What follows belongs to an exercise in optimizing a design on an open flow for small area; a production flow would make more cautious choices. The RTL was checked by simulation tests, not by an equivalence proof against the original design. No activity file was given, so power comes from the tool's default toggle rates.

==> flow/design.v <==
module Topo
(
	CLOCK_50, KEY, SW,
	LEDR, LEDS,
	HEX0, HEX1, HEX2, HEX3, HEX4, HEX5
);
	input CLOCK_50;
	input wire [3:0] KEY;
	input wire [9:0] SW;
	output wire [3:0] LEDR;
	output wire [9:6] LEDS;
	output wire [6:0] HEX0;
	output wire [6:0] HEX1;
	output wire [6:0] HEX2;
	output wire [6:0] HEX3;
	output wire [6:0] HEX4;
	output wire [6:0] HEX5;
	localparam [2:0] S_INIT   = 3'd0,
	                 S_SETUP  = 3'd1,
	                 S_FPGA   = 3'd2,
	                 S_USER   = 3'd3,
	                 S_CHECK  = 3'd4,
	                 S_NEXT   = 3'd5,
	                 S_RESULT = 3'd6;
	reg [2:0] state;
	wire R1  = (state == S_INIT);
	wire R2  = (state == S_INIT) | (state == S_NEXT);
	wire E1  = (state == S_SETUP);
	wire E2  = (state == S_USER);
	wire E3  = (state == S_FPGA);
	wire E4  = (state == S_CHECK);
	wire SEL = (state == S_RESULT);
	reg [1:0] level;      
	reg [1:0] map;        
	reg [3:0] last;       
	always @(posedge CLOCK_50) begin
		if (R1)
			level <= 2'd0;
		else if (E1)
			level <= SW[9:8];
		if (E1) begin
			map  <= SW[7:6];
			last <= SW[5:2];
		end
	end
	reg [16:0] presc;
	always @(posedge CLOCK_50) begin
		if (R1)
			presc <= 17'd0;
		else
			presc <= presc + 17'd1;
	end
	reg clkz;
	always @(*) begin
		case (level)
			2'd0: clkz = presc[16];
			2'd1: clkz = presc[15];
			2'd2: clkz = presc[14];
			default: clkz = presc[13];
		endcase
	end
	reg r_clkz, r_clk1;
	always @(posedge CLOCK_50) begin
		r_clkz <= clkz;
		r_clk1 <= presc[14];
	end
	wire tick_z = clkz & ~r_clkz;
	wire tick_1 = presc[14] & ~r_clk1;
	reg [3:0] key_d1, key_d2;
	always @(posedge CLOCK_50) begin
		key_d1 <= KEY;
		key_d2 <= key_d1;
	end
	wire [3:0] btn = key_d1 & ~key_d2;
	wire press = E2 & (|btn);
	reg [3:0] total;
	reg [3:0] round;
	reg       win;
	always @(posedge CLOCK_50) begin
		if (R1) begin
			total <= 4'd0;
			win   <= 1'b0;
		end else if (E4) begin
			total <= total + 4'd1;
			if (total == last)
				win <= 1'b1;
		end
		round <= total;
	end
	reg [3:0] tempo;
	always @(posedge CLOCK_50) begin
		if (R2)
			tempo <= 4'd0;
		else if (E2 & tick_1)
			tempo <= tempo + 4'd1;
	end
	wire end_time = tempo[3] & tempo[0];
	reg [3:0] cnt;
	reg       tc;
	wire show = E3 & tick_z;
	always @(posedge CLOCK_50) begin
		if (R2 | (E3 & tc)) begin
			cnt <= 4'd0;
			tc  <= 1'b0;
		end else if (show | press) begin
			cnt <= cnt + 4'd1;
			tc  <= (cnt == round);
		end
	end
	localparam [127:0] SEQ_TAB = 128'h6c74e4ec634decd836c4b1c800000000;
	wire [1:0] seq = SEQ_TAB[{map, cnt, 1'b0} +: 2];
	wire [3:0] seq_oh = 4'd1 << seq;
	reg       led_v;
	reg [1:0] led_i;
	always @(posedge CLOCK_50) begin
		if (R2)
			led_v <= 1'b0;
		else if (show)
			led_v <= 1'b1;
		if (show)
			led_i <= seq;
	end
	assign LEDR = led_v ? (4'd1 << led_i) : 4'd0;
	reg       okA, okB;
	reg [1:0] prev;
	wire first = ~(|cnt) & ~tc;
	always @(posedge CLOCK_50) begin
		if (R2) begin
			okA <= 1'b1;
			okB <= 1'b1;
		end else if (press) begin
			okA <= okA & (btn == seq_oh);
			okB <= okB & (first | (btn == (4'd1 << prev)));
		end
		if (press)
			prev <= seq;
	end
	wire match = tc ? okA : (okB & (&round));
	always @(posedge CLOCK_50) begin
		if (SW[1])
			state <= S_INIT;
		else begin
			case (state)
				S_INIT:   state <= S_SETUP;
				S_SETUP:  if (SW[0]) state <= S_FPGA;
				S_FPGA:   if (tc) state <= S_USER;
				S_USER:   if (end_time) state <= S_RESULT;
				          else if (tc) state <= S_CHECK;
				S_CHECK:  state <= match ? S_NEXT : S_RESULT;
				S_NEXT:   state <= win ? S_RESULT : S_FPGA;
				default:  state <= state;
			endcase
		end
	end
	localparam [111:0] SEG_TAB = 112'h70c2131c020200f00894c0c4bcc0;
	wire [7:0] points = level * round;
	wire [3:0] time_shown = end_time ? 4'd0 : tempo;
	assign HEX5 = SEL ? (win ? 7'b1000_111 : 7'b1011_011) : 7'b0001_110;
	assign HEX4 = SEL ? (win ? 7'b1011_011 : 7'b1100_111) : SEG_TAB[7*level +: 7];
	assign HEX3 = SEL ? (win ? 7'b1001_111 : 7'b1111_011) : 7'b0001_111;
	assign HEX2 = SEL ? (win ? 7'b1011_011 : 7'b1100_111) : SEG_TAB[7*time_shown +: 7];
	wire [3:0] hex0_v = SEL ? points[3:0] : round;
	assign HEX1 = SEL ? SEG_TAB[7*points[7:4] +: 7] : 7'b1011_011;
	assign HEX0 = SEG_TAB[7*hex0_v +: 7];
	assign LEDS = ~KEY;
endmodule
==> flow/config.mk <==
export PLATFORM = sky130hd
export DESIGN_NAME = Topo
export DESIGN_NICKNAME = Topo
export VERILOG_FILES = /design/flow/design.v
export SDC_FILE = /design/flow/constraint.sdc
export NUM_CORES = 4
export LEC_CHECK = 0
export CAP_MARGIN = 20
export CORE_MARGIN = 2
export CORE_UTILIZATION = 40
export PLACE_DENSITY = 0.6
export SLEW_MARGIN = 20
==> flow/constraint.sdc <==
create_clock -name core_clock -period 10.0 [get_ports {CLOCK_50}]
set_input_delay 2.0000 -clock core_clock [delete_from_list [all_inputs] [get_ports {CLOCK_50}]]
set_output_delay 2.0000 -clock core_clock [all_outputs]
set_load 0.01 [all_outputs]
run.sh (not shown) runs the stock make flow with config.mk's settings and CLKGATE_MAP_FILE= SYNTH_SCRIPT=/design/flow/synth_recipe.tcl, a recipe that flattens the netlist after the stock synthesis.
Then changed:
==> flow/flow/run.sh (new file) <==
#!/bin/bash
# Standard layout, with the port buffers made of the smallest buffer cell.
set -euo pipefail
export BUFFER_PORTS_ARGS="-buffer_cell sky130_fd_sc_hd__buf_1"
bash standard.sh > standard_flow.log 2>&1
==> flow/standard.sh (new file) <==
#!/bin/bash
# synth_recipe.tcl (not shown) runs the flow's synth.tcl, then flattens the netlist and writes it again
# the make line also repeats each setting of config.mk as NAME=value (left out here)
make -C /OpenROAD-flow-scripts/flow DESIGN_CONFIG=/design/flow/config.mk WORK_HOME=/design/flow/orfs CLKGATE_MAP_FILE= SYNTH_SCRIPT=/design/flow/synth_recipe.tcl "${@:-finish}"
removed: flow/run.sh
Die area does not change.
Power goes down by 4.0%.
Sequential share of layout area goes up by 2.5 points.
Via count goes down by 0.53%.
Combinational power goes down by 12%.

port drivers added, routing unchanged:
Ports are ideal in the flow. The routed layouts listed here were re-timed in OpenROAD. Step 1 (the two cells are an assumption about what drives the block):
set clk [get_ports {CLOCK_50}]
set_driving_cell -lib_cell sky130_fd_sc_hd__clkbuf_16 $clk
set_driving_cell -lib_cell sky130_fd_sc_hd__buf_2 [delete_from_list [all_inputs] $clk]
Step 2 also shifts input and output timing later by t, the mid clock arrival at the registers, as if the neighbouring blocks saw the same clock. a / b / c = ideal ports / drivers / drivers and shift; a / b = the first two.
| run | t (ns) | setup WS [ns] | worst setup path at the end | latest minus earliest clock arrival (ns) | worst data-port slew with drivers (ns) |
|---|---|---|---|---|---|
| the first run | 0.364 | 4.473 / 4.443 / 4.807 | register to output | 0.007 / 0.007 | 0.05 |
| the second run | 0.365 | 4.805 / 4.777 / 5.142 | register to output | 0.010 / 0.011 | 0.06 |
After both steps every run listed still meets setup and hold.
